From an optimization exercise on the open Yosys and OpenROAD flow, aimed at small area and a short achievable clock period; shortcuts taken in it are not production practice.
Function was not checked in any run shown here: the RTL went through the layout flow alone.
No activity file was given, so power comes from the tool's default toggle rates.

==> flow/design.v, too long to show whole: its modules and the start of the top module <==
// module fa: 4 lines
// module han: 4 lines
// module ginv: 1 lines
// module gnand2: 1 lines
// module gnor2: 1 lines
// module gand2: 1 lines
// module gor2: 1 lines
// module gxor2: 1 lines
// module gxnor2: 1 lines
// module gaoi21: 1 lines
// module goai21: 1 lines
// module circuit: 2412 lines
module circuit (
  output [47:0] p,
  input  [17:0] a, b, d,
  input  [47:0] c,
  input  clk, rstn);
  // ...
==> flow/flow/run.sh <==
#!/bin/bash
# Standard layout, with the port buffers made of buf_2 cells instead of the default delay buffer.
set -euo pipefail
export BUFFER_PORTS_ARGS="-buffer_cell sky130_fd_sc_hd__buf_2"
bash standard.sh > standard.log 2>&1
==> flow/standard.sh <==
#!/bin/bash
# synth_recipe.tcl (not shown) runs the flow's synth.tcl, then flattens the netlist and writes it again
# the make line also repeats each setting of config.mk as NAME=value (left out here)
make -C /OpenROAD-flow-scripts/flow DESIGN_CONFIG=/design/flow/config.mk WORK_HOME=/design/flow/orfs CLKGATE_MAP_FILE= SYNTH_SCRIPT=/design/flow/synth_recipe.tcl "${@:-finish}"
==> flow/config.mk <==
export PLATFORM = sky130hd
export DESIGN_NAME = circuit
export DESIGN_NICKNAME = circuit
export VERILOG_FILES = /design/flow/design.v
export SDC_FILE = /design/flow/constraint.sdc
export NUM_CORES = 4
export LEC_CHECK = 0
export CAP_MARGIN = 20
export CORE_MARGIN = 2
export CORE_UTILIZATION = 70
export CTS_CLUSTER_DIAMETER = 80
export CTS_CLUSTER_SIZE = 25
export SETUP_SLACK_MARGIN = 4.6
export SLEW_MARGIN = 20
export SYNTH_HIERARCHICAL = 1
==> flow/constraint.sdc <==
create_clock -name core_clock -period 7.0 [get_ports {clk}]
set_input_delay 1.4000 -clock core_clock [delete_from_list [all_inputs] [get_ports {clk}]]
set_output_delay 1.4000 -clock core_clock [all_outputs]
set_load 0.01 [all_outputs]
==> flow_metrics.tcl, run 1 <==
set metrics [dict create \
    cellInternalPower_mw 6.170 \
    fp.dieArea_sq_mm 0.02917 \
    antenna_found_initial 0 \
    row_count 61 \
    dr.first_iter.drc_count 821 \
    wl_met1_um 16720 \
    min-delay-path-class "reg2reg" \
    run_status "no timing/DRC/antenna violations" \
    crit_path_top_delay_cell "sky130_fd_sc_hd__dfxtp_2" \
    depth_of_the_worst_hold_timing_path 0 \
    stdcell_area_sq_mm 0.02122 \
    multi_input_gate_share_of_total_cell_area_pct 50.78 \
    finalHoldWorstSlack_ns 0.3332 \
    hold-path-endpoint "ch_r2[9]$_DFF_P_" \
    pre_cts_slack_ns 4.200 \
    timing.critical_path.from "p_r[20]$_SDFF_PN0_" \
    post_synth_and_or_nand_nor_area_fraction_pct 12.65 \
    tritoncts_clock_tree "built" \
    synth_compound_gate_area_share_pct 4.818 \
    antennaDiodeCount 0 \
    total_sequential_power_mw 3.78 \
    largest-register "p_r" \
    largest_family_of_logic_cells_by_synthesized_area "adder cells" \
    worstSetupPathDepth 1 \
    top_layer_used "met4" \
    post_synth_mux_area_share_pct 0 \
    die-width_um 170.8 \
    drt_pass1_iterations 5 \
    post_cts_resized 77 \
]
==> run 2, diff against run 1 <==
--- a/flow/design.v
+++ b/flow/design.v
@@ -6,6 +6,10 @@
   assign s  = ~(x ^ y);
   assign co = x | y;
 endmodule
+module hap (input a, b, output s, co);
+  assign s  = a ^ b;
+  assign co = a & b;
+endmodule
 module ginv   (input a, output y);       assign y = ~a;              endmodule
 module gnand2 (input a, b, output y);    assign y = ~(a & b);        endmodule
 module gnor2  (input a, b, output y);    assign y = ~(a | b);        endmodule
@@ -1059,82 +1063,100 @@
   wire fc1250;
   wire fs1252;
   wire fc1253;
-  wire n1255;
-  wire n1257;
-  wire n1259;
-  wire n1261;
-  wire n1263;
-  wire n1265;
-  wire n1267;
-  wire n1269;
-  wire n1271;
-  wire n1273;
-  wire n1275;
-  wire n1277;
-  wire n1279;
-  wire n1281;
-  wire n1283;
-  wire n1285;
-  wire n1287;
-  wire n1289;
-  wire n1291;
-  wire n1293;
-  wire n1295;
-  wire n1297;
-  wire n1299;
-  wire n1301;
-  wire n1303;
-  wire n1305;
-  wire n1307;
-  wire n1309;
-  wire n1311;
-  wire n1313;
-  wire n1315;
-  wire n1317;
-  wire n1319;
-  wire n1321;
-  wire n1323;
-  wire n1325;
-  wire n1327;
-  wire n1329;
-  wire n1331;
-  wire n1333;
-  wire n1335;
-  wire n1337;
-  wire n1339;
-  wire n1341;
-  wire n1343;
-  wire n1345;
-  wire n1347;
-  wire n1349;
-  wire n1351;
-  wire n1353;
-  wire n1355;
-  wire n1357;
-  wire n1359;
-  wire n1361;
+  wire hg1255;
+  wire hp1256;
+  wire hg1258;
+  wire hp1259;
+  wire hg1261;
+  wire hp1262;
+  wire hg1264;
+  wire hp1265;
+  wire hg1267;
+  wire hp1268;
+  wire hg1270;
+  wire hp1271;
+  wire hg1273;
+  wire hp1274;
+  wire hg1276;
+  wire hp1277;
+  wire hg1279;
+  wire hp1280;
+  wire hg1282;
+  wire hp1283;
+  wire hg1285;
+  wire hp1286;
+  wire hg1288;
+  wire hp1289;
+  wire hg1291;
+  wire hp1292;
+  wire hg1294;
+  wire hp1295;
+  wire hg1297;
+  wire hp1298;
+  wire hg1300;
+  wire hp1301;
+  wire hg1303;
+  wire hp1304;
+  wire hg1306;
+  wire hp1307;
+  wire hg1309;
+  wire hp1310;
+  wire hg1312;
+  wire hp1313;
+  wire hg1315;
+  wire hp1316;
+  wire hg1318;
+  wire hp1319;
+  wire hg1321;
+  wire hp1322;
+  wire hg1324;
+  wire hp1325;
+  wire hg1327;
+  wire hp1328;
+  wire hg1330;
+  wire hp1331;
+  wire hg1333;
+  wire hp1334;
+  wire hg1336;
+  wire hp1337;
+  wire hg1339;
+  wire hp1340;
+  wire hg1342;
+  wire hp1343;
+  wire hg1345;
+  wire hp1346;
+  wire hg1348;
+  wire hp1349;
+  wire hg1351;
+  wire hp1352;
+  wire hg1354;
+  wire hp1355;
+  wire hg1357;
+  wire hp1358;
+  wire hg1360;
+  wire hp1361;
   wire n1363;
   wire n1365;
   wire n1367;
   wire n1369;
-  wire n1371;
-  wire n1373;
-  wire n1375;
-  wire n1377;
-  wire n1379;
-  wire n1381;
-  wire n1383;
-  wire n1385;
-  wire n1387;
-  wire n1389;
-  wire n1391;
-  wire n1393;
-  wire n1395;
-  wire n1397;
-  wire n1399;
-  wire n1401;
-  wire n1403;
-  wire n1405;
+  wire n1370;
+  wire n1372;
+  wire n1374;
+  wire n1376;
+  wire n1378;
+  wire n1380;
+  wire n1382;
+  wire n1384;
+  wire n1386;
+  wire n1388;
+  wire n1390;
+  wire n1392;
+  wire n1394;
+  wire n1396;
+  wire n1398;
+  wire n1400;
+  wire n1402;
+  wire n1404;
   wire n1406;
   wire n1408;
   wire n1410;
@@ -1152,6 +1174,7 @@
   wire n1434;
   wire n1436;
   wire n1438;
+  wire n1439;
   wire n1440;
   wire n1442;
   wire n1444;
@@ -1170,7 +1193,6 @@
   wire n1470;
   wire n1472;
   wire n1474;
-  wire n1475;
   wire n1476;
   wire n1478;
   wire n1480;
@@ -1330,46 +1352,28 @@
   wire n1788;
   wire n1790;
   wire n1792;
-  wire n1794;
-  wire n1796;
-  wire n1798;
-  wire n1800;
-  wire n1802;
-  wire n1804;
-  wire n1806;
-  wire n1808;
-  wire n1810;
-  wire n1812;
-  wire n1814;
-  wire n1816;
-  wire n1818;
-  wire n1820;
-  wire n1822;
-  wire n1824;
-  wire n1826;
-  wire n1828;
+  wire n1793;
+  wire n1795;
+  wire n1797;
+  wire n1799;
+  wire n1801;
+  wire n1803;
+  wire n1805;
+  wire n1807;
+  wire n1809;
+  wire n1811;
+  wire n1813;
+  wire n1815;
+  wire n1817;
+  wire n1819;
+  wire n1821;
+  wire n1823;
+  wire n1825;
+  wire n1827;
   wire n1829;
   wire n1831;
   wire n1833;
   wire n1835;
-  wire n1837;
-  wire n1839;
-  wire n1841;
-  wire n1843;
-  wire n1845;
-  wire n1847;
-  wire n1849;
-  wire n1851;
-  wire n1853;
-  wire n1855;
-  wire n1857;
-  wire n1859;
-  wire n1861;
-  wire n1863;
-  wire n1865;
-  wire n1867;
-  wire n1869;
-  wire n1871;
   genvar gi, gj;
   generate for (gi = 0; gi < 18; gi = gi + 1) begin : g_pp
     for (gj = 0; gj < 19; gj = gj + 1) begin : g_ppj
@@ -1851,119 +1855,101 @@
   fa u1248 (.x(fc1156), .y(t_r_31_0), .z(t_r_31_1), .s(fs1246), .co(fc1247));
   fa u1251 (.x(t_r_32_2), .y(t_r_32_0), .z(t_r_32_1), .s(fs1249), .co(fc1250));
   fa u1254 (.x(t_r_33_2), .y(t_r_33_0), .z(t_r_33_1), .s(fs1252), .co(fc1253));
-  gand2 u1256 (.a(t_r_0_0), .b(t_r_0_1), .y(n1255));
-  gxor2 u1258 (.a(t_r_0_0), .b(t_r_0_1), .y(n1257));
-  gand2 u1260 (.a(hs1158), .b(t_r_2_2), .y(n1259));
-  gxor2 u1262 (.a(hs1158), .b(t_r_2_2), .y(n1261));
-  gand2 u1264 (.a(hc1160), .b(fs1162), .y(n1263));
-  gxor2 u1266 (.a(hc1160), .b(fs1162), .y(n1265));
-  gand2 u1268 (.a(fc1163), .b(fs1165), .y(n1267));
-  gxor2 u1270 (.a(fc1163), .b(fs1165), .y(n1269));
-  gand2 u1272 (.a(fc1166), .b(fs1168), .y(n1271));
-  gxor2 u1274 (.a(fc1166), .b(fs1168), .y(n1273));
-  gand2 u1276 (.a(fc1169), .b(fs1171), .y(n1275));
-  gxor2 u1278 (.a(fc1169), .b(fs1171), .y(n1277));
-  gand2 u1280 (.a(fc1172), .b(fs1174), .y(n1279));
-  gxor2 u1282 (.a(fc1172), .b(fs1174), .y(n1281));
-  gand2 u1284 (.a(fc1175), .b(fs1177), .y(n1283));
-  gxor2 u1286 (.a(fc1175), .b(fs1177), .y(n1285));
-  gand2 u1288 (.a(fc1178), .b(fs1180), .y(n1287));
-  gxor2 u1290 (.a(fc1178), .b(fs1180), .y(n1289));
-  gand2 u1292 (.a(fc1181), .b(fs1183), .y(n1291));
-  gxor2 u1294 (.a(fc1181), .b(fs1183), .y(n1293));
-  gand2 u1296 (.a(fc1184), .b(fs1186), .y(n1295));
-  gxor2 u1298 (.a(fc1184), .b(fs1186), .y(n1297));
-  gand2 u1300 (.a(fc1187), .b(fs1189), .y(n1299));
-  gxor2 u1302 (.a(fc1187), .b(fs1189), .y(n1301));
-  gand2 u1304 (.a(fc1190), .b(fs1192), .y(n1303));
-  gxor2 u1306 (.a(fc1190), .b(fs1192), .y(n1305));
-  gand2 u1308 (.a(fc1193), .b(fs1195), .y(n1307));
-  gxor2 u1310 (.a(fc1193), .b(fs1195), .y(n1309));
-  gand2 u1312 (.a(fc1196), .b(fs1198), .y(n1311));
-  gxor2 u1314 (.a(fc1196), .b(fs1198), .y(n1313));
-  gand2 u1316 (.a(fc1199), .b(fs1201), .y(n1315));
-  gxor2 u1318 (.a(fc1199), .b(fs1201), .y(n1317));
-  gand2 u1320 (.a(fc1202), .b(fs1204), .y(n1319));
-  gxor2 u1322 (.a(fc1202), .b(fs1204), .y(n1321));
-  gand2 u1324 (.a(fc1205), .b(fs1207), .y(n1323));
-  gxor2 u1326 (.a(fc1205), .b(fs1207), .y(n1325));
-  gand2 u1328 (.a(fc1208), .b(fs1210), .y(n1327));
-  gxor2 u1330 (.a(fc1208), .b(fs1210), .y(n1329));
-  gand2 u1332 (.a(fc1211), .b(fs1213), .y(n1331));
-  gxor2 u1334 (.a(fc1211), .b(fs1213), .y(n1333));
-  gand2 u1336 (.a(fc1214), .b(fs1216), .y(n1335));
-  gxor2 u1338 (.a(fc1214), .b(fs1216), .y(n1337));
-  gand2 u1340 (.a(fc1217), .b(fs1219), .y(n1339));
-  gxor2 u1342 (.a(fc1217), .b(fs1219), .y(n1341));
-  gand2 u1344 (.a(fc1220), .b(fs1222), .y(n1343));
-  gxor2 u1346 (.a(fc1220), .b(fs1222), .y(n1345));
-  gand2 u1348 (.a(fc1223), .b(fs1225), .y(n1347));
-  gxor2 u1350 (.a(fc1223), .b(fs1225), .y(n1349));
-  gand2 u1352 (.a(fc1226), .b(fs1228), .y(n1351));
-  gxor2 u1354 (.a(fc1226), .b(fs1228), .y(n1353));
-  gand2 u1356 (.a(fc1229), .b(fs1231), .y(n1355));
-  gxor2 u1358 (.a(fc1229), .b(fs1231), .y(n1357));
-  gand2 u1360 (.a(fc1232), .b(fs1234), .y(n1359));
-  gxor2 u1362 (.a(fc1232), .b(fs1234), .y(n1361));
-  gand2 u1364 (.a(fc1235), .b(fs1237), .y(n1363));
-  gxor2 u1366 (.a(fc1235), .b(fs1237), .y(n1365));
-  gand2 u1368 (.a(fc1238), .b(fs1240), .y(n1367));
-  gxor2 u1370 (.a(fc1238), .b(fs1240), .y(n1369));
-  gand2 u1372 (.a(fc1241), .b(fs1243), .y(n1371));
-  gxor2 u1374 (.a(fc1241), .b(fs1243), .y(n1373));
-  gand2 u1376 (.a(fc1244), .b(fs1246), .y(n1375));
-  gxor2 u1378 (.a(fc1244), .b(fs1246), .y(n1377));
-  gand2 u1380 (.a(fc1247), .b(fs1249), .y(n1379));
-  gxor2 u1382 (.a(fc1247), .b(fs1249), .y(n1381));
-  gand2 u1384 (.a(fc1250), .b(fs1252), .y(n1383));
-  gxor2 u1386 (.a(fc1250), .b(fs1252), .y(n1385));
-  gand2 u1388 (.a(fc1253), .b(t_r_34_0), .y(n1387));
-  gxor2 u1390 (.a(fc1253), .b(t_r_34_0), .y(n1389));
-  gand2 u1392 (.a(t_r_35_0), .b(t_r_35_1), .y(n1391));
-  gxor2 u1394 (.a(t_r_35_0), .b(t_r_35_1), .y(n1393));
-  gand2 u1396 (.a(t_r_36_0), .b(t_r_36_1), .y(n1395));
-  gxor2 u1398 (.a(t_r_36_0), .b(t_r_36_1), .y(n1397));
-  ginv u1400 (.a(g_r_1), .y(n1399));
-  gnor2 u1402 (.a(g_r_0), .b(u_r_0), .y(n1401));
-  ginv u1404 (.a(n1401), .y(n1403));
-  assign n1405 = ~((1'b1 & n1403) | g_r_1);
-  gaoi21 u1407 (.a(u_r_3), .b(g_r_2), .c(g_r_3), .y(n1406));
-  gnand2 u1409 (.a(u_r_3), .b(u_r_2), .y(n1408));
-  gaoi21 u1411 (.a(u_r_5), .b(g_r_4), .c(g_r_5), .y(n1410));
-  gnand2 u1413 (.a(u_r_5), .b(u_r_4), .y(n1412));
-  gaoi21 u1415 (.a(u_r_7), .b(g_r_6), .c(g_r_7), .y(n1414));
-  gnand2 u1417 (.a(u_r_7), .b(u_r_6), .y(n1416));
-  gaoi21 u1419 (.a(u_r_9), .b(g_r_8), .c(g_r_9), .y(n1418));
-  gnand2 u1421 (.a(u_r_9), .b(u_r_8), .y(n1420));
-  gaoi21 u1423 (.a(u_r_11), .b(g_r_10), .c(g_r_11), .y(n1422));
-  gnand2 u1425 (.a(u_r_11), .b(u_r_10), .y(n1424));
-  gaoi21 u1427 (.a(u_r_13), .b(g_r_12), .c(g_r_13), .y(n1426));
-  gnand2 u1429 (.a(u_r_13), .b(u_r_12), .y(n1428));
-  gaoi21 u1431 (.a(u_r_15), .b(g_r_14), .c(g_r_15), .y(n1430));
-  gnand2 u1433 (.a(u_r_15), .b(u_r_14), .y(n1432));
-  gaoi21 u1435 (.a(u_r_17), .b(g_r_16), .c(g_r_17), .y(n1434));
-  gnand2 u1437 (.a(u_r_17), .b(u_r_16), .y(n1436));
-  gaoi21 u1439 (.a(u_r_19), .b(g_r_18), .c(g_r_19), .y(n1438));
-  gnand2 u1441 (.a(u_r_19), .b(u_r_18), .y(n1440));
-  gaoi21 u1443 (.a(u_r_21), .b(g_r_20), .c(g_r_21), .y(n1442));
-  gnand2 u1445 (.a(u_r_21), .b(u_r_20), .y(n1444));
-  gaoi21 u1447 (.a(u_r_23), .b(g_r_22), .c(g_r_23), .y(n1446));
-  gnand2 u1449 (.a(u_r_23), .b(u_r_22), .y(n1448));
-  gaoi21 u1451 (.a(u_r_25), .b(g_r_24), .c(g_r_25), .y(n1450));
-  gnand2 u1453 (.a(u_r_25), .b(u_r_24), .y(n1452));
-  gaoi21 u1455 (.a(u_r_27), .b(g_r_26), .c(g_r_27), .y(n1454));
-  gnand2 u1457 (.a(u_r_27), .b(u_r_26), .y(n1456));
-  gaoi21 u1459 (.a(u_r_29), .b(g_r_28), .c(g_r_29), .y(n1458));
-  gnand2 u1461 (.a(u_r_29), .b(u_r_28), .y(n1460));
-  gaoi21 u1463 (.a(u_r_31), .b(g_r_30), .c(g_r_31), .y(n1462));
-  gnand2 u1465 (.a(u_r_31), .b(u_r_30), .y(n1464));
-  gaoi21 u1467 (.a(u_r_33), .b(g_r_32), .c(g_r_33), .y(n1466));
-  gnand2 u1469 (.a(u_r_33), .b(u_r_32), .y(n1468));
-  gaoi21 u1471 (.a(u_r_35), .b(g_r_34), .c(g_r_35), .y(n1470));
-  gnand2 u1473 (.a(u_r_35), .b(u_r_34), .y(n1472));
-  assign n1474 = ~((1'b1 & g_r_36) | 1'b1);
-  assign n1475 = ~(1'b1 & u_r_36);
-  goai21 u1477 (.a(n1408), .b(n1405), .c(n1406), .y(n1476));
+  hap u1257 (.a(t_r_0_0), .b(t_r_0_1), .s(hp1256), .co(hg1255));
+  hap u1260 (.a(hs1158), .b(t_r_2_2), .s(hp1259), .co(hg1258));
+  hap u1263 (.a(hc1160), .b(fs1162), .s(hp1262), .co(hg1261));
+  hap u1266 (.a(fc1163), .b(fs1165), .s(hp1265), .co(hg1264));
+  hap u1269 (.a(fc1166), .b(fs1168), .s(hp1268), .co(hg1267));
+  hap u1272 (.a(fc1169), .b(fs1171), .s(hp1271), .co(hg1270));
+  hap u1275 (.a(fc1172), .b(fs1174), .s(hp1274), .co(hg1273));
+  hap u1278 (.a(fc1175), .b(fs1177), .s(hp1277), .co(hg1276));
+  hap u1281 (.a(fc1178), .b(fs1180), .s(hp1280), .co(hg1279));
+  hap u1284 (.a(fc1181), .b(fs1183), .s(hp1283), .co(hg1282));
+  hap u1287 (.a(fc1184), .b(fs1186), .s(hp1286), .co(hg1285));
+  hap u1290 (.a(fc1187), .b(fs1189), .s(hp1289), .co(hg1288));
+  hap u1293 (.a(fc1190), .b(fs1192), .s(hp1292), .co(hg1291));
+  hap u1296 (.a(fc1193), .b(fs1195), .s(hp1295), .co(hg1294));
+  hap u1299 (.a(fc1196), .b(fs1198), .s(hp1298), .co(hg1297));
+  hap u1302 (.a(fc1199), .b(fs1201), .s(hp1301), .co(hg1300));
+  hap u1305 (.a(fc1202), .b(fs1204), .s(hp1304), .co(hg1303));
+  hap u1308 (.a(fc1205), .b(fs1207), .s(hp1307), .co(hg1306));
+  hap u1311 (.a(fc1208), .b(fs1210), .s(hp1310), .co(hg1309));
+  hap u1314 (.a(fc1211), .b(fs1213), .s(hp1313), .co(hg1312));
+  hap u1317 (.a(fc1214), .b(fs1216), .s(hp1316), .co(hg1315));
+  hap u1320 (.a(fc1217), .b(fs1219), .s(hp1319), .co(hg1318));
+  hap u1323 (.a(fc1220), .b(fs1222), .s(hp1322), .co(hg1321));
+  hap u1326 (.a(fc1223), .b(fs1225), .s(hp1325), .co(hg1324));
+  hap u1329 (.a(fc1226), .b(fs1228), .s(hp1328), .co(hg1327));
+  hap u1332 (.a(fc1229), .b(fs1231), .s(hp1331), .co(hg1330));
+  hap u1335 (.a(fc1232), .b(fs1234), .s(hp1334), .co(hg1333));
+  hap u1338 (.a(fc1235), .b(fs1237), .s(hp1337), .co(hg1336));
+  hap u1341 (.a(fc1238), .b(fs1240), .s(hp1340), .co(hg1339));
+  hap u1344 (.a(fc1241), .b(fs1243), .s(hp1343), .co(hg1342));
+  hap u1347 (.a(fc1244), .b(fs1246), .s(hp1346), .co(hg1345));
+  hap u1350 (.a(fc1247), .b(fs1249), .s(hp1349), .co(hg1348));
+  hap u1353 (.a(fc1250), .b(fs1252), .s(hp1352), .co(hg1351));
+  hap u1356 (.a(fc1253), .b(t_r_34_0), .s(hp1355), .co(hg1354));
+  hap u1359 (.a(t_r_35_0), .b(t_r_35_1), .s(hp1358), .co(hg1357));
+  hap u1362 (.a(t_r_36_0), .b(t_r_36_1), .s(hp1361), .co(hg1360));
+  ginv u1364 (.a(g_r_1), .y(n1363));
+  gnor2 u1366 (.a(g_r_0), .b(u_r_0), .y(n1365));
+  ginv u1368 (.a(n1365), .y(n1367));
+  assign n1369 = ~((1'b1 & n1367) | g_r_1);
+  gaoi21 u1371 (.a(u_r_3), .b(g_r_2), .c(g_r_3), .y(n1370));
+  gnand2 u1373 (.a(u_r_3), .b(u_r_2), .y(n1372));
+  gaoi21 u1375 (.a(u_r_5), .b(g_r_4), .c(g_r_5), .y(n1374));
+  gnand2 u1377 (.a(u_r_5), .b(u_r_4), .y(n1376));
+  gaoi21 u1379 (.a(u_r_7), .b(g_r_6), .c(g_r_7), .y(n1378));
+  gnand2 u1381 (.a(u_r_7), .b(u_r_6), .y(n1380));
+  gaoi21 u1383 (.a(u_r_9), .b(g_r_8), .c(g_r_9), .y(n1382));
+  gnand2 u1385 (.a(u_r_9), .b(u_r_8), .y(n1384));
+  gaoi21 u1387 (.a(u_r_11), .b(g_r_10), .c(g_r_11), .y(n1386));
+  gnand2 u1389 (.a(u_r_11), .b(u_r_10), .y(n1388));
+  gaoi21 u1391 (.a(u_r_13), .b(g_r_12), .c(g_r_13), .y(n1390));
+  gnand2 u1393 (.a(u_r_13), .b(u_r_12), .y(n1392));
+  gaoi21 u1395 (.a(u_r_15), .b(g_r_14), .c(g_r_15), .y(n1394));
+  gnand2 u1397 (.a(u_r_15), .b(u_r_14), .y(n1396));
+  gaoi21 u1399 (.a(u_r_17), .b(g_r_16), .c(g_r_17), .y(n1398));
+  gnand2 u1401 (.a(u_r_17), .b(u_r_16), .y(n1400));
+  gaoi21 u1403 (.a(u_r_19), .b(g_r_18), .c(g_r_19), .y(n1402));
+  gnand2 u1405 (.a(u_r_19), .b(u_r_18), .y(n1404));
+  gaoi21 u1407 (.a(u_r_21), .b(g_r_20), .c(g_r_21), .y(n1406));
+  gnand2 u1409 (.a(u_r_21), .b(u_r_20), .y(n1408));
+  gaoi21 u1411 (.a(u_r_23), .b(g_r_22), .c(g_r_23), .y(n1410));
+  gnand2 u1413 (.a(u_r_23), .b(u_r_22), .y(n1412));
+  gaoi21 u1415 (.a(u_r_25), .b(g_r_24), .c(g_r_25), .y(n1414));
+  gnand2 u1417 (.a(u_r_25), .b(u_r_24), .y(n1416));
+  gaoi21 u1419 (.a(u_r_27), .b(g_r_26), .c(g_r_27), .y(n1418));
+  gnand2 u1421 (.a(u_r_27), .b(u_r_26), .y(n1420));
+  gaoi21 u1423 (.a(u_r_29), .b(g_r_28), .c(g_r_29), .y(n1422));
+  gnand2 u1425 (.a(u_r_29), .b(u_r_28), .y(n1424));
+  gaoi21 u1427 (.a(u_r_31), .b(g_r_30), .c(g_r_31), .y(n1426));
+  gnand2 u1429 (.a(u_r_31), .b(u_r_30), .y(n1428));
+  gaoi21 u1431 (.a(u_r_33), .b(g_r_32), .c(g_r_33), .y(n1430));
+  gnand2 u1433 (.a(u_r_33), .b(u_r_32), .y(n1432));
+  gaoi21 u1435 (.a(u_r_35), .b(g_r_34), .c(g_r_35), .y(n1434));
+  gnand2 u1437 (.a(u_r_35), .b(u_r_34), .y(n1436));
+  assign n1438 = ~((1'b1 & g_r_36) | 1'b1);
+  assign n1439 = ~(1'b1 & u_r_36);
+  goai21 u1441 (.a(n1372), .b(n1369), .c(n1370), .y(n1440));
+  goai21 u1443 (.a(n1376), .b(n1370), .c(n1374), .y(n1442));
+  gnor2 u1445 (.a(n1376), .b(n1372), .y(n1444));
+  goai21 u1447 (.a(n1380), .b(n1374), .c(n1378), .y(n1446));
+  gnor2 u1449 (.a(n1380), .b(n1376), .y(n1448));
+  goai21 u1451 (.a(n1384), .b(n1378), .c(n1382), .y(n1450));
+  gnor2 u1453 (.a(n1384), .b(n1380), .y(n1452));
+  goai21 u1455 (.a(n1388), .b(n1382), .c(n1386), .y(n1454));
+  gnor2 u1457 (.a(n1388), .b(n1384), .y(n1456));
+  goai21 u1459 (.a(n1392), .b(n1386), .c(n1390), .y(n1458));
+  gnor2 u1461 (.a(n1392), .b(n1388), .y(n1460));
+  goai21 u1463 (.a(n1396), .b(n1390), .c(n1394), .y(n1462));
+  gnor2 u1465 (.a(n1396), .b(n1392), .y(n1464));
+  goai21 u1467 (.a(n1400), .b(n1394), .c(n1398), .y(n1466));
+  gnor2 u1469 (.a(n1400), .b(n1396), .y(n1468));
+  goai21 u1471 (.a(n1404), .b(n1398), .c(n1402), .y(n1470));
+  gnor2 u1473 (.a(n1404), .b(n1400), .y(n1472));
+  goai21 u1475 (.a(n1408), .b(n1402), .c(n1406), .y(n1474));
+  gnor2 u1477 (.a(n1408), .b(n1404), .y(n1476));
   goai21 u1479 (.a(n1412), .b(n1406), .c(n1410), .y(n1478));
   gnor2 u1481 (.a(n1412), .b(n1408), .y(n1480));
   goai21 u1483 (.a(n1416), .b(n1410), .c(n1414), .y(n1482));
@@ -1978,29 +1964,29 @@
   gnor2 u1501 (.a(n1432), .b(n1428), .y(n1500));
   goai21 u1503 (.a(n1436), .b(n1430), .c(n1434), .y(n1502));
   gnor2 u1505 (.a(n1436), .b(n1432), .y(n1504));
-  goai21 u1507 (.a(n1440), .b(n1434), .c(n1438), .y(n1506));
-  gnor2 u1509 (.a(n1440), .b(n1436), .y(n1508));
-  goai21 u1511 (.a(n1444), .b(n1438), .c(n1442), .y(n1510));
-  gnor2 u1513 (.a(n1444), .b(n1440), .y(n1512));
-  goai21 u1515 (.a(n1448), .b(n1442), .c(n1446), .y(n1514));
-  gnor2 u1517 (.a(n1448), .b(n1444), .y(n1516));
-  goai21 u1519 (.a(n1452), .b(n1446), .c(n1450), .y(n1518));
-  gnor2 u1521 (.a(n1452), .b(n1448), .y(n1520));
-  goai21 u1523 (.a(n1456), .b(n1450), .c(n1454), .y(n1522));
-  gnor2 u1525 (.a(n1456), .b(n1452), .y(n1524));
-  goai21 u1527 (.a(n1460), .b(n1454), .c(n1458), .y(n1526));
-  gnor2 u1529 (.a(n1460), .b(n1456), .y(n1528));
-  goai21 u1531 (.a(n1464), .b(n1458), .c(n1462), .y(n1530));
-  gnor2 u1533 (.a(n1464), .b(n1460), .y(n1532));
-  goai21 u1535 (.a(n1468), .b(n1462), .c(n1466), .y(n1534));
-  gnor2 u1537 (.a(n1468), .b(n1464), .y(n1536));
-  goai21 u1539 (.a(n1472), .b(n1466), .c(n1470), .y(n1538));
-  gnor2 u1541 (.a(n1472), .b(n1468), .y(n1540));
-  goai21 u1543 (.a(n1475), .b(n1470), .c(n1474), .y(n1542));
-  gnor2 u1545 (.a(n1475), .b(n1472), .y(n1544));
-  ginv u1547 (.a(n1405), .y(n1546));
-  gaoi21 u1549 (.a(n1480), .b(n1546), .c(n1478), .y(n1548));
-  gaoi21 u1551 (.a(n1484), .b(n1476), .c(n1482), .y(n1550));
+  goai21 u1507 (.a(n1439), .b(n1434), .c(n1438), .y(n1506));
+  gnor2 u1509 (.a(n1439), .b(n1436), .y(n1508));
+  ginv u1511 (.a(n1369), .y(n1510));
+  gaoi21 u1513 (.a(n1444), .b(n1510), .c(n1442), .y(n1512));
+  gaoi21 u1515 (.a(n1448), .b(n1440), .c(n1446), .y(n1514));
+  gaoi21 u1517 (.a(n1452), .b(n1442), .c(n1450), .y(n1516));
+  gnand2 u1519 (.a(n1452), .b(n1444), .y(n1518));
+  gaoi21 u1521 (.a(n1456), .b(n1446), .c(n1454), .y(n1520));
+  gnand2 u1523 (.a(n1456), .b(n1448), .y(n1522));
+  gaoi21 u1525 (.a(n1460), .b(n1450), .c(n1458), .y(n1524));
+  gnand2 u1527 (.a(n1460), .b(n1452), .y(n1526));
+  gaoi21 u1529 (.a(n1464), .b(n1454), .c(n1462), .y(n1528));
+  gnand2 u1531 (.a(n1464), .b(n1456), .y(n1530));
+  gaoi21 u1533 (.a(n1468), .b(n1458), .c(n1466), .y(n1532));
+  gnand2 u1535 (.a(n1468), .b(n1460), .y(n1534));
+  gaoi21 u1537 (.a(n1472), .b(n1462), .c(n1470), .y(n1536));
+  gnand2 u1539 (.a(n1472), .b(n1464), .y(n1538));
+  gaoi21 u1541 (.a(n1476), .b(n1466), .c(n1474), .y(n1540));
+  gnand2 u1543 (.a(n1476), .b(n1468), .y(n1542));
+  gaoi21 u1545 (.a(n1480), .b(n1470), .c(n1478), .y(n1544));
+  gnand2 u1547 (.a(n1480), .b(n1472), .y(n1546));
+  gaoi21 u1549 (.a(n1484), .b(n1474), .c(n1482), .y(n1548));
+  gnand2 u1551 (.a(n1484), .b(n1476), .y(n1550));
   gaoi21 u1553 (.a(n1488), .b(n1478), .c(n1486), .y(n1552));
   gnand2 u1555 (.a(n1488), .b(n1480), .y(n1554));
   gaoi21 u1557 (.a(n1492), .b(n1482), .c(n1490), .y(n1556));
@@ -2013,158 +1999,140 @@
   gnand2 u1571 (.a(n1504), .b(n1496), .y(n1570));
   gaoi21 u1573 (.a(n1508), .b(n1498), .c(n1506), .y(n1572));
   gnand2 u1575 (.a(n1508), .b(n1500), .y(n1574));
-  gaoi21 u1577 (.a(n1512), .b(n1502), .c(n1510), .y(n1576));
-  gnand2 u1579 (.a(n1512), .b(n1504), .y(n1578));
-  gaoi21 u1581 (.a(n1516), .b(n1506), .c(n1514), .y(n1580));
-  gnand2 u1583 (.a(n1516), .b(n1508), .y(n1582));
-  gaoi21 u1585 (.a(n1520), .b(n1510), .c(n1518), .y(n1584));
-  gnand2 u1587 (.a(n1520), .b(n1512), .y(n1586));
-  gaoi21 u1589 (.a(n1524), .b(n1514), .c(n1522), .y(n1588));
-  gnand2 u1591 (.a(n1524), .b(n1516), .y(n1590));
-  gaoi21 u1593 (.a(n1528), .b(n1518), .c(n1526), .y(n1592));
-  gnand2 u1595 (.a(n1528), .b(n1520), .y(n1594));
-  gaoi21 u1597 (.a(n1532), .b(n1522), .c(n1530), .y(n1596));
-  gnand2 u1599 (.a(n1532), .b(n1524), .y(n1598));
-  gaoi21 u1601 (.a(n1536), .b(n1526), .c(n1534), .y(n1600));
-  gnand2 u1603 (.a(n1536), .b(n1528), .y(n1602));
-  gaoi21 u1605 (.a(n1540), .b(n1530), .c(n1538), .y(n1604));
-  gnand2 u1607 (.a(n1540), .b(n1532), .y(n1606));
-  gaoi21 u1609 (.a(n1544), .b(n1534), .c(n1542), .y(n1608));
-  gnand2 u1611 (.a(n1544), .b(n1536), .y(n1610));
-  goai21 u1613 (.a(n1554), .b(n1405), .c(n1552), .y(n1612));
-  ginv u1615 (.a(n1476), .y(n1614));
-  goai21 u1617 (.a(n1558), .b(n1614), .c(n1556), .y(n1616));
-  goai21 u1619 (.a(n1562), .b(n1548), .c(n1560), .y(n1618));
-  goai21 u1621 (.a(n1566), .b(n1550), .c(n1564), .y(n1620));
+  goai21 u1577 (.a(n1518), .b(n1369), .c(n1516), .y(n1576));
+  ginv u1579 (.a(n1440), .y(n1578));
+  goai21 u1581 (.a(n1522), .b(n1578), .c(n1520), .y(n1580));
+  goai21 u1583 (.a(n1526), .b(n1512), .c(n1524), .y(n1582));
+  goai21 u1585 (.a(n1530), .b(n1514), .c(n1528), .y(n1584));
+  goai21 u1587 (.a(n1534), .b(n1516), .c(n1532), .y(n1586));
+  gnor2 u1589 (.a(n1534), .b(n1518), .y(n1588));
+  goai21 u1591 (.a(n1538), .b(n1520), .c(n1536), .y(n1590));
+  gnor2 u1593 (.a(n1538), .b(n1522), .y(n1592));
+  goai21 u1595 (.a(n1542), .b(n1524), .c(n1540), .y(n1594));
+  gnor2 u1597 (.a(n1542), .b(n1526), .y(n1596));
+  goai21 u1599 (.a(n1546), .b(n1528), .c(n1544), .y(n1598));
+  gnor2 u1601 (.a(n1546), .b(n1530), .y(n1600));
+  goai21 u1603 (.a(n1550), .b(n1532), .c(n1548), .y(n1602));
+  gnor2 u1605 (.a(n1550), .b(n1534), .y(n1604));
+  goai21 u1607 (.a(n1554), .b(n1536), .c(n1552), .y(n1606));
+  gnor2 u1609 (.a(n1554), .b(n1538), .y(n1608));
+  goai21 u1611 (.a(n1558), .b(n1540), .c(n1556), .y(n1610));
+  gnor2 u1613 (.a(n1558), .b(n1542), .y(n1612));
+  goai21 u1615 (.a(n1562), .b(n1544), .c(n1560), .y(n1614));
+  gnor2 u1617 (.a(n1562), .b(n1546), .y(n1616));
+  goai21 u1619 (.a(n1566), .b(n1548), .c(n1564), .y(n1618));
+  gnor2 u1621 (.a(n1566), .b(n1550), .y(n1620));
   goai21 u1623 (.a(n1570), .b(n1552), .c(n1568), .y(n1622));
   gnor2 u1625 (.a(n1570), .b(n1554), .y(n1624));
   goai21 u1627 (.a(n1574), .b(n1556), .c(n1572), .y(n1626));
   gnor2 u1629 (.a(n1574), .b(n1558), .y(n1628));
-  goai21 u1631 (.a(n1578), .b(n1560), .c(n1576), .y(n1630));
-  gnor2 u1633 (.a(n1578), .b(n1562), .y(n1632));
-  goai21 u1635 (.a(n1582), .b(n1564), .c(n1580), .y(n1634));
-  gnor2 u1637 (.a(n1582), .b(n1566), .y(n1636));
-  goai21 u1639 (.a(n1586), .b(n1568), .c(n1584), .y(n1638));
-  gnor2 u1641 (.a(n1586), .b(n1570), .y(n1640));
-  goai21 u1643 (.a(n1590), .b(n1572), .c(n1588), .y(n1642));
-  gnor2 u1645 (.a(n1590), .b(n1574), .y(n1644));
-  goai21 u1647 (.a(n1594), .b(n1576), .c(n1592), .y(n1646));
-  gnor2 u1649 (.a(n1594), .b(n1578), .y(n1648));
-  goai21 u1651 (.a(n1598), .b(n1580), .c(n1596), .y(n1650));
-  gnor2 u1653 (.a(n1598), .b(n1582), .y(n1652));
-  goai21 u1655 (.a(n1602), .b(n1584), .c(n1600), .y(n1654));
-  gnor2 u1657 (.a(n1602), .b(n1586), .y(n1656));
-  goai21 u1659 (.a(n1606), .b(n1588), .c(n1604), .y(n1658));
-  gnor2 u1661 (.a(n1606), .b(n1590), .y(n1660));
-  goai21 u1663 (.a(n1610), .b(n1592), .c(n1608), .y(n1662));
-  gnor2 u1665 (.a(n1610), .b(n1594), .y(n1664));
-  gaoi21 u1667 (.a(n1624), .b(n1546), .c(n1622), .y(n1666));
-  gaoi21 u1669 (.a(n1628), .b(n1476), .c(n1626), .y(n1668));
-  ginv u1671 (.a(n1548), .y(n1670));
-  gaoi21 u1673 (.a(n1632), .b(n1670), .c(n1630), .y(n1672));
-  ginv u1675 (.a(n1550), .y(n1674));
-  gaoi21 u1677 (.a(n1636), .b(n1674), .c(n1634), .y(n1676));
-  gaoi21 u1679 (.a(n1640), .b(n1612), .c(n1638), .y(n1678));
-  gaoi21 u1681 (.a(n1644), .b(n1616), .c(n1642), .y(n1680));
-  gaoi21 u1683 (.a(n1648), .b(n1618), .c(n1646), .y(n1682));
-  gaoi21 u1685 (.a(n1652), .b(n1620), .c(n1650), .y(n1684));
-  gaoi21 u1687 (.a(n1656), .b(n1622), .c(n1654), .y(n1686));
-  gnand2 u1689 (.a(n1656), .b(n1624), .y(n1688));
-  gaoi21 u1691 (.a(n1660), .b(n1626), .c(n1658), .y(n1690));
-  gnand2 u1693 (.a(n1660), .b(n1628), .y(n1692));
-  gaoi21 u1695 (.a(n1664), .b(n1630), .c(n1662), .y(n1694));
-  gnand2 u1697 (.a(n1664), .b(n1632), .y(n1696));
-  goai21 u1699 (.a(n1688), .b(n1405), .c(n1686), .y(n1698));
-  goai21 u1701 (.a(n1692), .b(n1614), .c(n1690), .y(n1700));
-  goai21 u1703 (.a(n1696), .b(n1548), .c(n1694), .y(n1702));
-  gaoi21 u1705 (.a(u_r_2), .b(n1546), .c(g_r_2), .y(n1704));
-  gaoi21 u1707 (.a(u_r_4), .b(n1476), .c(g_r_4), .y(n1706));
-  gaoi21 u1709 (.a(u_r_6), .b(n1670), .c(g_r_6), .y(n1708));
-  gaoi21 u1711 (.a(u_r_8), .b(n1674), .c(g_r_8), .y(n1710));
-  gaoi21 u1713 (.a(u_r_10), .b(n1612), .c(g_r_10), .y(n1712));
-  gaoi21 u1715 (.a(u_r_12), .b(n1616), .c(g_r_12), .y(n1714));
-  gaoi21 u1717 (.a(u_r_14), .b(n1618), .c(g_r_14), .y(n1716));
-  gaoi21 u1719 (.a(u_r_16), .b(n1620), .c(g_r_16), .y(n1718));
-  ginv u1721 (.a(n1666), .y(n1720));
-  gaoi21 u1723 (.a(u_r_18), .b(n1720), .c(g_r_18), .y(n1722));
-  ginv u1725 (.a(n1668), .y(n1724));
-  gaoi21 u1727 (.a(u_r_20), .b(n1724), .c(g_r_20), .y(n1726));
-  ginv u1729 (.a(n1672), .y(n1728));
-  gaoi21 u1731 (.a(u_r_22), .b(n1728), .c(g_r_22), .y(n1730));
-  ginv u1733 (.a(n1676), .y(n1732));
-  gaoi21 u1735 (.a(u_r_24), .b(n1732), .c(g_r_24), .y(n1734));
-  ginv u1737 (.a(n1678), .y(n1736));
-  gaoi21 u1739 (.a(u_r_26), .b(n1736), .c(g_r_26), .y(n1738));
-  ginv u1741 (.a(n1680), .y(n1740));
-  gaoi21 u1743 (.a(u_r_28), .b(n1740), .c(g_r_28), .y(n1742));
-  ginv u1745 (.a(n1682), .y(n1744));
-  gaoi21 u1747 (.a(u_r_30), .b(n1744), .c(g_r_30), .y(n1746));
-  ginv u1749 (.a(n1684), .y(n1748));
-  gaoi21 u1751 (.a(u_r_32), .b(n1748), .c(g_r_32), .y(n1750));
-  gaoi21 u1753 (.a(u_r_34), .b(n1698), .c(g_r_34), .y(n1752));
-  gaoi21 u1755 (.a(u_r_36), .b(n1700), .c(g_r_36), .y(n1754));
-  gxor2 u1757 (.a(n1399), .b(n1401), .y(n1756));
-  gxor2 u1759 (.a(u_r_2), .b(n1405), .y(n1758));
-  gxor2 u1761 (.a(u_r_3), .b(n1704), .y(n1760));
-  gxnor2 u1763 (.a(u_r_4), .b(n1476), .y(n1762));
-  gxor2 u1765 (.a(u_r_5), .b(n1706), .y(n1764));
-  gxor2 u1767 (.a(u_r_6), .b(n1548), .y(n1766));
-  gxor2 u1769 (.a(u_r_7), .b(n1708), .y(n1768));
-  gxor2 u1771 (.a(u_r_8), .b(n1550), .y(n1770));
-  gxor2 u1773 (.a(u_r_9), .b(n1710), .y(n1772));
-  gxnor2 u1775 (.a(u_r_10), .b(n1612), .y(n1774));
-  gxor2 u1777 (.a(u_r_11), .b(n1712), .y(n1776));
-  gxnor2 u1779 (.a(u_r_12), .b(n1616), .y(n1778));
-  gxor2 u1781 (.a(u_r_13), .b(n1714), .y(n1780));
-  gxnor2 u1783 (.a(u_r_14), .b(n1618), .y(n1782));
-  gxor2 u1785 (.a(u_r_15), .b(n1716), .y(n1784));
-  gxnor2 u1787 (.a(u_r_16), .b(n1620), .y(n1786));
-  gxor2 u1789 (.a(u_r_17), .b(n1718), .y(n1788));
-  gxor2 u1791 (.a(u_r_18), .b(n1666), .y(n1790));
-  gxor2 u1793 (.a(u_r_19), .b(n1722), .y(n1792));
-  gxor2 u1795 (.a(u_r_20), .b(n1668), .y(n1794));
-  gxor2 u1797 (.a(u_r_21), .b(n1726), .y(n1796));
-  gxor2 u1799 (.a(u_r_22), .b(n1672), .y(n1798));
-  gxor2 u1801 (.a(u_r_23), .b(n1730), .y(n1800));
-  gxor2 u1803 (.a(u_r_24), .b(n1676), .y(n1802));
-  gxor2 u1805 (.a(u_r_25), .b(n1734), .y(n1804));
-  gxor2 u1807 (.a(u_r_26), .b(n1678), .y(n1806));
-  gxor2 u1809 (.a(u_r_27), .b(n1738), .y(n1808));
-  gxor2 u1811 (.a(u_r_28), .b(n1680), .y(n1810));
-  gxor2 u1813 (.a(u_r_29), .b(n1742), .y(n1812));
-  gxor2 u1815 (.a(u_r_30), .b(n1682), .y(n1814));
-  gxor2 u1817 (.a(u_r_31), .b(n1746), .y(n1816));
-  gxor2 u1819 (.a(u_r_32), .b(n1684), .y(n1818));
-  gxor2 u1821 (.a(u_r_33), .b(n1750), .y(n1820));
-  gxnor2 u1823 (.a(u_r_34), .b(n1698), .y(n1822));
-  gxor2 u1825 (.a(u_r_35), .b(n1752), .y(n1824));
-  gxnor2 u1827 (.a(u_r_36), .b(n1700), .y(n1826));
-  assign n1828 = 1'b0 ^ n1754;
-  gnand2 u1830 (.a(ch_r2[1]), .b(ch_r2[0]), .y(n1829));
-  gnand2 u1832 (.a(ch_r2[3]), .b(ch_r2[2]), .y(n1831));
-  gnand2 u1834 (.a(ch_r2[5]), .b(ch_r2[4]), .y(n1833));
-  gnand2 u1836 (.a(ch_r2[7]), .b(ch_r2[6]), .y(n1835));
-  gnand2 u1838 (.a(ch_r2[9]), .b(ch_r2[8]), .y(n1837));
-  ginv u1840 (.a(n1829), .y(n1839));
-  gnand2 u1842 (.a(ch_r2[2]), .b(n1839), .y(n1841));
-  gnor2 u1844 (.a(n1831), .b(n1829), .y(n1843));
-  ginv u1846 (.a(n1833), .y(n1845));
-  gnand2 u1848 (.a(ch_r2[6]), .b(n1845), .y(n1847));
-  gnor2 u1850 (.a(n1835), .b(n1833), .y(n1849));
-  ginv u1852 (.a(n1837), .y(n1851));
-  gnand2 u1854 (.a(ch_r2[10]), .b(n1851), .y(n1853));
-  gnand2 u1856 (.a(ch_r2[4]), .b(n1843), .y(n1855));
-  gnand2 u1858 (.a(n1845), .b(n1843), .y(n1857));
-  ginv u1860 (.a(n1847), .y(n1859));
-  gnand2 u1862 (.a(n1859), .b(n1843), .y(n1861));
-  gnand2 u1864 (.a(n1849), .b(n1843), .y(n1863));
-  ginv u1866 (.a(n1863), .y(n1865));
-  gnand2 u1868 (.a(ch_r2[8]), .b(n1865), .y(n1867));
-  gnor2 u1870 (.a(n1837), .b(n1863), .y(n1869));
-  gnor2 u1872 (.a(n1853), .b(n1863), .y(n1871));
-  assign ch_inc = {(ch_r2[10] ^ n1869), (ch_r2[9] ^ ~n1867), (ch_r2[8] ^ ~n1863), (ch_r2[7] ^ ~n1861), (ch_r2[6] ^ ~n1857), (ch_r2[5] ^ ~n1855), (ch_r2[4] ^ n1843), (ch_r2[3] ^ ~n1841), (ch_r2[2] ^ ~n1829), (ch_r2[1] ^ ch_r2[0]), (~ch_r2[0])};
-  assign lo = {n1828, n1826, n1824, n1822, n1820, n1818, n1816, n1814, n1812, n1810, n1808, n1806, n1804, n1802, n1800, n1798, n1796, n1794, n1792, n1790, n1788, n1786, n1784, n1782, n1780, n1778, n1776, n1774, n1772, n1770, n1768, n1766, n1764, n1762, n1760, n1758, n1756, u_r_0};
-  assign p_nx = {lo[37] ? ch_inc : ch_r2, lo[36:0]};
+  gaoi21 u1631 (.a(n1588), .b(n1510), .c(n1586), .y(n1630));
+  gaoi21 u1633 (.a(n1592), .b(n1440), .c(n1590), .y(n1632));
+  ginv u1635 (.a(n1512), .y(n1634));
+  gaoi21 u1637 (.a(n1596), .b(n1634), .c(n1594), .y(n1636));
+  ginv u1639 (.a(n1514), .y(n1638));
+  gaoi21 u1641 (.a(n1600), .b(n1638), .c(n1598), .y(n1640));
+  gaoi21 u1643 (.a(n1604), .b(n1576), .c(n1602), .y(n1642));
+  gaoi21 u1645 (.a(n1608), .b(n1580), .c(n1606), .y(n1644));
+  gaoi21 u1647 (.a(n1612), .b(n1582), .c(n1610), .y(n1646));
+  gaoi21 u1649 (.a(n1616), .b(n1584), .c(n1614), .y(n1648));
+  gaoi21 u1651 (.a(n1620), .b(n1586), .c(n1618), .y(n1650));
+  gnand2 u1653 (.a(n1620), .b(n1588), .y(n1652));
+  gaoi21 u1655 (.a(n1624), .b(n1590), .c(n1622), .y(n1654));
+  gnand2 u1657 (.a(n1624), .b(n1592), .y(n1656));
+  gaoi21 u1659 (.a(n1628), .b(n1594), .c(n1626), .y(n1658));
+  gnand2 u1661 (.a(n1628), .b(n1596), .y(n1660));
+  goai21 u1663 (.a(n1652), .b(n1369), .c(n1650), .y(n1662));
+  goai21 u1665 (.a(n1656), .b(n1578), .c(n1654), .y(n1664));
+  goai21 u1667 (.a(n1660), .b(n1512), .c(n1658), .y(n1666));
+  gaoi21 u1669 (.a(u_r_2), .b(n1510), .c(g_r_2), .y(n1668));
+  gaoi21 u1671 (.a(u_r_4), .b(n1440), .c(g_r_4), .y(n1670));
+  gaoi21 u1673 (.a(u_r_6), .b(n1634), .c(g_r_6), .y(n1672));
+  gaoi21 u1675 (.a(u_r_8), .b(n1638), .c(g_r_8), .y(n1674));
+  gaoi21 u1677 (.a(u_r_10), .b(n1576), .c(g_r_10), .y(n1676));
+  gaoi21 u1679 (.a(u_r_12), .b(n1580), .c(g_r_12), .y(n1678));
+  gaoi21 u1681 (.a(u_r_14), .b(n1582), .c(g_r_14), .y(n1680));
+  gaoi21 u1683 (.a(u_r_16), .b(n1584), .c(g_r_16), .y(n1682));
+  ginv u1685 (.a(n1630), .y(n1684));
+  gaoi21 u1687 (.a(u_r_18), .b(n1684), .c(g_r_18), .y(n1686));
+  ginv u1689 (.a(n1632), .y(n1688));
+  gaoi21 u1691 (.a(u_r_20), .b(n1688), .c(g_r_20), .y(n1690));
+  ginv u1693 (.a(n1636), .y(n1692));
+  gaoi21 u1695 (.a(u_r_22), .b(n1692), .c(g_r_22), .y(n1694));
+  ginv u1697 (.a(n1640), .y(n1696));
+  gaoi21 u1699 (.a(u_r_24), .b(n1696), .c(g_r_24), .y(n1698));
+  ginv u1701 (.a(n1642), .y(n1700));
+  gaoi21 u1703 (.a(u_r_26), .b(n1700), .c(g_r_26), .y(n1702));
+  ginv u1705 (.a(n1644), .y(n1704));
+  gaoi21 u1707 (.a(u_r_28), .b(n1704), .c(g_r_28), .y(n1706));
+  ginv u1709 (.a(n1646), .y(n1708));
+  gaoi21 u1711 (.a(u_r_30), .b(n1708), .c(g_r_30), .y(n1710));
+  ginv u1713 (.a(n1648), .y(n1712));
+  gaoi21 u1715 (.a(u_r_32), .b(n1712), .c(g_r_32), .y(n1714));
+  gaoi21 u1717 (.a(u_r_34), .b(n1662), .c(g_r_34), .y(n1716));
+  gaoi21 u1719 (.a(u_r_36), .b(n1664), .c(g_r_36), .y(n1718));
+  gxor2 u1721 (.a(n1363), .b(n1365), .y(n1720));
+  gxor2 u1723 (.a(u_r_2), .b(n1369), .y(n1722));
+  gxor2 u1725 (.a(u_r_3), .b(n1668), .y(n1724));
+  gxnor2 u1727 (.a(u_r_4), .b(n1440), .y(n1726));
+  gxor2 u1729 (.a(u_r_5), .b(n1670), .y(n1728));
+  gxor2 u1731 (.a(u_r_6), .b(n1512), .y(n1730));
+  gxor2 u1733 (.a(u_r_7), .b(n1672), .y(n1732));
+  gxor2 u1735 (.a(u_r_8), .b(n1514), .y(n1734));
+  gxor2 u1737 (.a(u_r_9), .b(n1674), .y(n1736));
+  gxnor2 u1739 (.a(u_r_10), .b(n1576), .y(n1738));
+  gxor2 u1741 (.a(u_r_11), .b(n1676), .y(n1740));
+  gxnor2 u1743 (.a(u_r_12), .b(n1580), .y(n1742));
+  gxor2 u1745 (.a(u_r_13), .b(n1678), .y(n1744));
+  gxnor2 u1747 (.a(u_r_14), .b(n1582), .y(n1746));
+  gxor2 u1749 (.a(u_r_15), .b(n1680), .y(n1748));
+  gxnor2 u1751 (.a(u_r_16), .b(n1584), .y(n1750));
+  gxor2 u1753 (.a(u_r_17), .b(n1682), .y(n1752));
+  gxor2 u1755 (.a(u_r_18), .b(n1630), .y(n1754));
+  gxor2 u1757 (.a(u_r_19), .b(n1686), .y(n1756));
+  gxor2 u1759 (.a(u_r_20), .b(n1632), .y(n1758));
+  gxor2 u1761 (.a(u_r_21), .b(n1690), .y(n1760));
+  gxor2 u1763 (.a(u_r_22), .b(n1636), .y(n1762));
+  gxor2 u1765 (.a(u_r_23), .b(n1694), .y(n1764));
+  gxor2 u1767 (.a(u_r_24), .b(n1640), .y(n1766));
+  gxor2 u1769 (.a(u_r_25), .b(n1698), .y(n1768));
+  gxor2 u1771 (.a(u_r_26), .b(n1642), .y(n1770));
+  gxor2 u1773 (.a(u_r_27), .b(n1702), .y(n1772));
+  gxor2 u1775 (.a(u_r_28), .b(n1644), .y(n1774));
+  gxor2 u1777 (.a(u_r_29), .b(n1706), .y(n1776));
+  gxor2 u1779 (.a(u_r_30), .b(n1646), .y(n1778));
+  gxor2 u1781 (.a(u_r_31), .b(n1710), .y(n1780));
+  gxor2 u1783 (.a(u_r_32), .b(n1648), .y(n1782));
+  gxor2 u1785 (.a(u_r_33), .b(n1714), .y(n1784));
+  gxnor2 u1787 (.a(u_r_34), .b(n1662), .y(n1786));
+  gxor2 u1789 (.a(u_r_35), .b(n1716), .y(n1788));
+  gxnor2 u1791 (.a(u_r_36), .b(n1664), .y(n1790));
+  assign n1792 = 1'b0 ^ n1718;
+  gnand2 u1794 (.a(ch_r2[1]), .b(ch_r2[0]), .y(n1793));
+  gnand2 u1796 (.a(ch_r2[3]), .b(ch_r2[2]), .y(n1795));
+  gnand2 u1798 (.a(ch_r2[5]), .b(ch_r2[4]), .y(n1797));
+  gnand2 u1800 (.a(ch_r2[7]), .b(ch_r2[6]), .y(n1799));
+  gnand2 u1802 (.a(ch_r2[9]), .b(ch_r2[8]), .y(n1801));
+  ginv u1804 (.a(n1793), .y(n1803));
+  gnand2 u1806 (.a(ch_r2[2]), .b(n1803), .y(n1805));
+  gnor2 u1808 (.a(n1795), .b(n1793), .y(n1807));
+  ginv u1810 (.a(n1797), .y(n1809));
+  gnand2 u1812 (.a(ch_r2[6]), .b(n1809), .y(n1811));
+  gnor2 u1814 (.a(n1799), .b(n1797), .y(n1813));
+  ginv u1816 (.a(n1801), .y(n1815));
+  gnand2 u1818 (.a(ch_r2[10]), .b(n1815), .y(n1817));
+  gnand2 u1820 (.a(ch_r2[4]), .b(n1807), .y(n1819));
+  gnand2 u1822 (.a(n1809), .b(n1807), .y(n1821));
+  ginv u1824 (.a(n1811), .y(n1823));
+  gnand2 u1826 (.a(n1823), .b(n1807), .y(n1825));
+  gnand2 u1828 (.a(n1813), .b(n1807), .y(n1827));
+  ginv u1830 (.a(n1827), .y(n1829));
+  gnand2 u1832 (.a(ch_r2[8]), .b(n1829), .y(n1831));
+  gnor2 u1834 (.a(n1801), .b(n1827), .y(n1833));
+  gnor2 u1836 (.a(n1817), .b(n1827), .y(n1835));
+  assign lo = {n1792, n1790, n1788, n1786, n1784, n1782, n1780, n1778, n1776, n1774, n1772, n1770, n1768, n1766, n1764, n1762, n1760, n1758, n1756, n1754, n1752, n1750, n1748, n1746, n1744, n1742, n1740, n1738, n1736, n1734, n1732, n1730, n1728, n1726, n1724, n1722, n1720, u_r_0};
+  assign ch_inc = {(ch_r2[10] ^ (lo[37] & n1833)), (ch_r2[9] ^ (lo[37] & ~n1831)), (ch_r2[8] ^ (lo[37] & ~n1827)), (ch_r2[7] ^ (lo[37] & ~n1825)), (ch_r2[6] ^ (lo[37] & ~n1821)), (ch_r2[5] ^ (lo[37] & ~n1819)), (ch_r2[4] ^ (lo[37] & n1807)), (ch_r2[3] ^ (lo[37] & ~n1805)), (ch_r2[2] ^ (lo[37] & ~n1793)), (ch_r2[1] ^ (lo[37] & ch_r2[0])), (ch_r2[0] ^ lo[37])};
+  assign p_nx = {ch_inc, lo[36:0]};
   always @(posedge clk) begin
     s_r <= s_in;
     a_r <= a;
@@ -2347,79 +2315,79 @@
     t_r_35_1 <= fc896;
     t_r_36_0 <= cn_r[36];
     t_r_36_1 <= fc884;
-    g_r_0 <= n1255;
-    u_r_0 <= n1257;
+    g_r_0 <= hg1255;
+    u_r_0 <= hp1256;
     g_r_1 <= t_r_1_0;
-    g_r_2 <= n1259;
-    u_r_2 <= n1261;
-    g_r_3 <= n1263;
-    u_r_3 <= n1265;
-    g_r_4 <= n1267;
-    u_r_4 <= n1269;
-    g_r_5 <= n1271;
-    u_r_5 <= n1273;
-    g_r_6 <= n1275;
-    u_r_6 <= n1277;
-    g_r_7 <= n1279;
-    u_r_7 <= n1281;
-    g_r_8 <= n1283;
-    u_r_8 <= n1285;
-    g_r_9 <= n1287;
-    u_r_9 <= n1289;
-    g_r_10 <= n1291;
-    u_r_10 <= n1293;
-    g_r_11 <= n1295;
-    u_r_11 <= n1297;
-    g_r_12 <= n1299;
-    u_r_12 <= n1301;
-    g_r_13 <= n1303;
-    u_r_13 <= n1305;
-    g_r_14 <= n1307;
-    u_r_14 <= n1309;
-    g_r_15 <= n1311;
-    u_r_15 <= n1313;
-    g_r_16 <= n1315;
-    u_r_16 <= n1317;
-    g_r_17 <= n1319;
-    u_r_17 <= n1321;
-    g_r_18 <= n1323;
-    u_r_18 <= n1325;
-    g_r_19 <= n1327;
-    u_r_19 <= n1329;
-    g_r_20 <= n1331;
-    u_r_20 <= n1333;
-    g_r_21 <= n1335;
-    u_r_21 <= n1337;
-    g_r_22 <= n1339;
-    u_r_22 <= n1341;
-    g_r_23 <= n1343;
-    u_r_23 <= n1345;
-    g_r_24 <= n1347;
-    u_r_24 <= n1349;
-    g_r_25 <= n1351;
-    u_r_25 <= n1353;
-    g_r_26 <= n1355;
-    u_r_26 <= n1357;
-    g_r_27 <= n1359;
-    u_r_27 <= n1361;
-    g_r_28 <= n1363;
-    u_r_28 <= n1365;
-    g_r_29 <= n1367;
-    u_r_29 <= n1369;
-    g_r_30 <= n1371;
-    u_r_30 <= n1373;
-    g_r_31 <= n1375;
-    u_r_31 <= n1377;
-    g_r_32 <= n1379;
-    u_r_32 <= n1381;
-    g_r_33 <= n1383;
-    u_r_33 <= n1385;
-    g_r_34 <= n1387;
-    u_r_34 <= n1389;
-    g_r_35 <= n1391;
-    u_r_35 <= n1393;
-    g_r_36 <= n1395;
-    u_r_36 <= n1397;
+    g_r_2 <= hg1258;
+    u_r_2 <= hp1259;
+    g_r_3 <= hg1261;
+    u_r_3 <= hp1262;
+    g_r_4 <= hg1264;
+    u_r_4 <= hp1265;
+    g_r_5 <= hg1267;
+    u_r_5 <= hp1268;
+    g_r_6 <= hg1270;
+    u_r_6 <= hp1271;
+    g_r_7 <= hg1273;
+    u_r_7 <= hp1274;
+    g_r_8 <= hg1276;
+    u_r_8 <= hp1277;
+    g_r_9 <= hg1279;
+    u_r_9 <= hp1280;
+    g_r_10 <= hg1282;
+    u_r_10 <= hp1283;
+    g_r_11 <= hg1285;
+    u_r_11 <= hp1286;
+    g_r_12 <= hg1288;
+    u_r_12 <= hp1289;
+    g_r_13 <= hg1291;
+    u_r_13 <= hp1292;
+    g_r_14 <= hg1294;
+    u_r_14 <= hp1295;
+    g_r_15 <= hg1297;
+    u_r_15 <= hp1298;
+    g_r_16 <= hg1300;
+    u_r_16 <= hp1301;
+    g_r_17 <= hg1303;
+    u_r_17 <= hp1304;
+    g_r_18 <= hg1306;
+    u_r_18 <= hp1307;
+    g_r_19 <= hg1309;
+    u_r_19 <= hp1310;
+    g_r_20 <= hg1312;
+    u_r_20 <= hp1313;
+    g_r_21 <= hg1315;
+    u_r_21 <= hp1316;
+    g_r_22 <= hg1318;
+    u_r_22 <= hp1319;
+    g_r_23 <= hg1321;
+    u_r_23 <= hp1322;
+    g_r_24 <= hg1324;
+    u_r_24 <= hp1325;
+    g_r_25 <= hg1327;
+    u_r_25 <= hp1328;
+    g_r_26 <= hg1330;
+    u_r_26 <= hp1331;
+    g_r_27 <= hg1333;
+    u_r_27 <= hp1334;
+    g_r_28 <= hg1336;
+    u_r_28 <= hp1337;
+    g_r_29 <= hg1339;
+    u_r_29 <= hp1340;
+    g_r_30 <= hg1342;
+    u_r_30 <= hp1343;
+    g_r_31 <= hg1345;
+    u_r_31 <= hp1346;
+    g_r_32 <= hg1348;
+    u_r_32 <= hp1349;
+    g_r_33 <= hg1351;
+    u_r_33 <= hp1352;
+    g_r_34 <= hg1354;
+    u_r_34 <= hp1355;
+    g_r_35 <= hg1357;
+    u_r_35 <= hp1358;
+    g_r_36 <= hg1360;
+    u_r_36 <= hp1361;
     ch_r1 <= ch_r;
     ch_r2 <= ch_r1;
     if (rstn && v2) p_r <= p_nx;
--- a/flow/config.mk
+++ b/flow/config.mk
@@ -7,7 +7,7 @@
 export LEC_CHECK = 0
 export CAP_MARGIN = 20
 export CORE_MARGIN = 2
-export CORE_UTILIZATION = 70
+export CORE_UTILIZATION = 65
 export CTS_CLUSTER_DIAMETER = 80
 export CTS_CLUSTER_SIZE = 25
 export SETUP_SLACK_MARGIN = 4.6
==> flow_metrics.tcl, run 2 <==
set metrics [dict create \
    setup.worst_path.class "reg2out" \
    post-synth-top-area-fraction_pct 41.86 \
    rsz0062_at_grt "yes" \
    seq_area_frac_synth_pct 41.86 \
    post_synth_and_or_nand_nor_area_fraction_pct 11.56 \
    routed_wl_um 42710 \
    pre_cts_slack_ns 4.181 \
    reg2reg_from "a_r[7]$_DFF_P_" \
    antenna_violating_nets_post_route 0 \
    die-height_um 176.6 \
    row_count 63 \
    route.vias.total 11723 \
    clock_insertion_delay_worst_skew_ns 0.54 \
    setup_viol_count_final 0 \
    grt_overflow_total 0 \
    final_max_slew_viol_count 0 \
    io-pin-count 152 \
    post-route-min-period_ns 2.393 \
    drt_pass1_iterations 5 \
    initial_utilization_pct 65.69 \
    synth.largest_area_cell "sky130_fd_sc_hd__dfxtp_1" \
    fp.dieArea_sq_mm 0.03119 \
    synthToLayoutAreaGrowth_pct 9.290 \
    timing.final.hold_violations 0 \
    most_common_cell_after_layout_fill_and_taps_aside "sky130_fd_sc_hd__nand2_1" \
    clk_root_buffer_cell "sky130_fd_sc_hd__clkbuf_16" \
    largest-register "p_r" \
    yosys_most_used_dff "sky130_fd_sc_hd__dfxtp_1" \
    cellPowerDensity_mw_per_mm2 454.0 \
    path_max_fanout 1 \
    cp_num_buf_inv 1 \
    synth_compound_gate_area_share_pct 4.845 \
    ff2ff_path_depth 4 \
    largest_register_ff_count 48 \
    relSlewSlack_pct 59.35 \
    antennaDiodeCount 0 \
    synthesis.area_sq_mm 0.01937 \
    hold-path-endpoint "ch_r2[3]$_DFF_P_" \
    hpwl_after_dpl_um 31650 \
    dr.first_iter.drc_count 897 \
    quantity_of_i_o_buffers_inserted_on_ports 151 \
    timing.max_cap.violations 0 \
    post_synth_mux_area_share_pct 0 \
    regToRegSetupSlack_ns 4.66 \
    yosys.cell_count.top_type "sky130_fd_sc_hd__nand2_1" \
    crit_path_top_delay_cell "sky130_fd_sc_hd__dfxtp_2" \
    async_flop_share_pct 0 \
    largest_family_of_logic_cells_by_synthesized_area "adder cells" \
    antenna_found_initial 0 \
    layout_top_registers "p_r x48, cn_r x37, s_r x19" \
    die-width_um 176.6 \
    synth.lib_cells_used.distinct 19 \
    worst_ep_required_time_ns 5.60 \
    first_pass_grt_wire_length_um 66920 \
    min-delay-path-class "reg2reg" \
    drt-vias-per-instance 5.430 \
    run_status "no timing/DRC/antenna violations" \
    depth_of_the_worst_hold_timing_path 0 \
    synth-xor-area-share_pct 4.432 \
    cts_setup_buffers 0 \
    cts_max_level 1 \
    clock_tree.buffer_depth 3 \
    synth_cells 1670 \
    crit_family "flip-flops" \
    tritoncts_clock_tree "built" \
    setup.worst_path.start_class "flop" \
    ys_warn_count 7 \
    synth_edf_count 0 \
    regToRegEndpoint "t_r_17_5$_DFF_P_" \
    worst_ep_arrival_time_ns 0.99 \
    worst_hold_startpoint "ch_r1[3]$_DFF_P_" \
]
[run 2: cell count changes after synthesis, moves of 2 or more]
cell | previous run | this run
sky130_fd_sc_hd__and2_1 | 38 | 2
sky130_fd_sc_hd__buf_2 | 69 | 72
sky130_fd_sc_hd__buf_6 | 3 | 0
sky130_fd_sc_hd__clkbuf_1 | 4 | 2
sky130_fd_sc_hd__ha_1 | 0 | 37
sky130_fd_sc_hd__xor2_1 | 97 | 60
[run 2: kinds of logic (layout without fill, tap and decap cells)]
kind of cell,Yosys count,count (layout)
AOI/OAI and AO/OA,132,132
xor gates and xnor gates,98,98
adders and majority gates,343,343
buffers and inverters,141,240
DFF,405,405
and+or+nand+nor,551,551
[run 2: through the flow]
stage | hold slack (ns) | std cells | power (mW) | util, % | cell area (sq um)
6_report | 0.3321 | 2159 | 9.610 | 71.80 | 21170
4_1_cts | 0.3339 | 2159 | 9.686 | 71.26 | 21010
3_5_place_dp | 0.3121 | 2134 | 8.319 | 68.78 | 20280
2_1_floorplan | 0.3096 | 1670 | 6.718 | - | 19410
3_3_place_gp | 0.3098 | 2134 | 8.073 | 68.78 | 20280
5_1_grt | 0.3367 | 2159 | 10.58 | 71.80 | 21170
[run 2: power by group]
part,leakage (nW),internal [mW],switching [mW]
Combinational,4.86,2.07,2.47
Clock,0.288,0.593,0.719
Sequential,3.41,3.13,0.633
Total,8.56,5.79,3.82
[run 2: layout make-up]
cell class,instances,share of cell area [%]
clock inverter,2,0.2187
clock buffer,23,2.565
tap,390,2.305
timing repair buffer,156,4.309
sequential,405,38.97
multi-input combinational,1124,50.59
inverter,59,1.046
[run 2: worst max-delay path by stage]
stage | cells after the start | start | slack [ns] | to
final | 1 | p_r[37]$_SDFF_PN0_ | 4.61 | p[37]
after global routing | 11 | u_r_0$_DFF_P_ | 4.53 | p_r[25]$_SDFF_PN0_
after CTS | 1 | p_r[37]$_SDFF_PN0_ | 4.57 | p[37]
after detailed placement | 4 | a_r[7]$_DFF_P_ | 4.18 | t_r_20_5$_DFF_P_
after global placement | 4 | s_r[14]$_DFF_P_ | 4.20 | t_r_21_5$_DFF_P_
after floorplan | 7 | b[1] | 4.61 | s_r[17]$_DFF_P_
[run 2: metal layers]
layer  up-vias  track usage, %  wire [um]  part of all wire, %
li1       5305               -          -                    -
met1      5793           38.32      17100                   40
met2       562           47.98      20690                   48
met3        63           5.498       3822                  8.9
met4         0           7.989       1096                  2.6
met5         -               0          0                    0
[run 2: repair_timing]
action                     CTS  global route
setup endpoints to repair  101            87
gates resized for setup     64            46
pin swaps                    0             1
hold buffers                 0             0
[run 2: Yosys stat by module, one instance, submodules excluded, excerpt]
| module | times used | cell area, sq um |
|---|---|---|
| ginv | 22 | 3.754 |
| gxnor2 | 30 | 8.758 |
| hap | 36 | 12.51 |
| gor2 | 17 | 6.256 |
| gaoi21 | 74 | 8.758 |
| gnand2 | 71 | 3.754 |

## re-timing with driven ports
How much do the figures lean on ideal ports? The routed layouts below were timed once more, with nothing changed but the port constraints.
Step 1: set_driving_cell puts a clkbuf_16 on clk and a buf_2 on each other input, an assumption about the parent block.
Step 2, shift: input delay + t, output delay - t, t = (earliest + latest rising clock arrival at the registers) / 2. This alone moves slack from input paths to output paths.
a / b / c = ideal / step 1 / step 2; a / b = the first two.
run	t (ns)	slack for setup (ns)	hold WS [ns]
run 1	0.584	4.612 / 4.561 / 4.236	0.333 / 0.333 / 0.333
run 2	0.580	4.607 / 4.557 / 4.183	0.332 / 0.332 / 0.332
After both steps setup and hold are still met in every run listed. For run 2, which loses most, drivers alone change the setup slack by -0.050 ns; drivers and shift together by -0.424 ns.
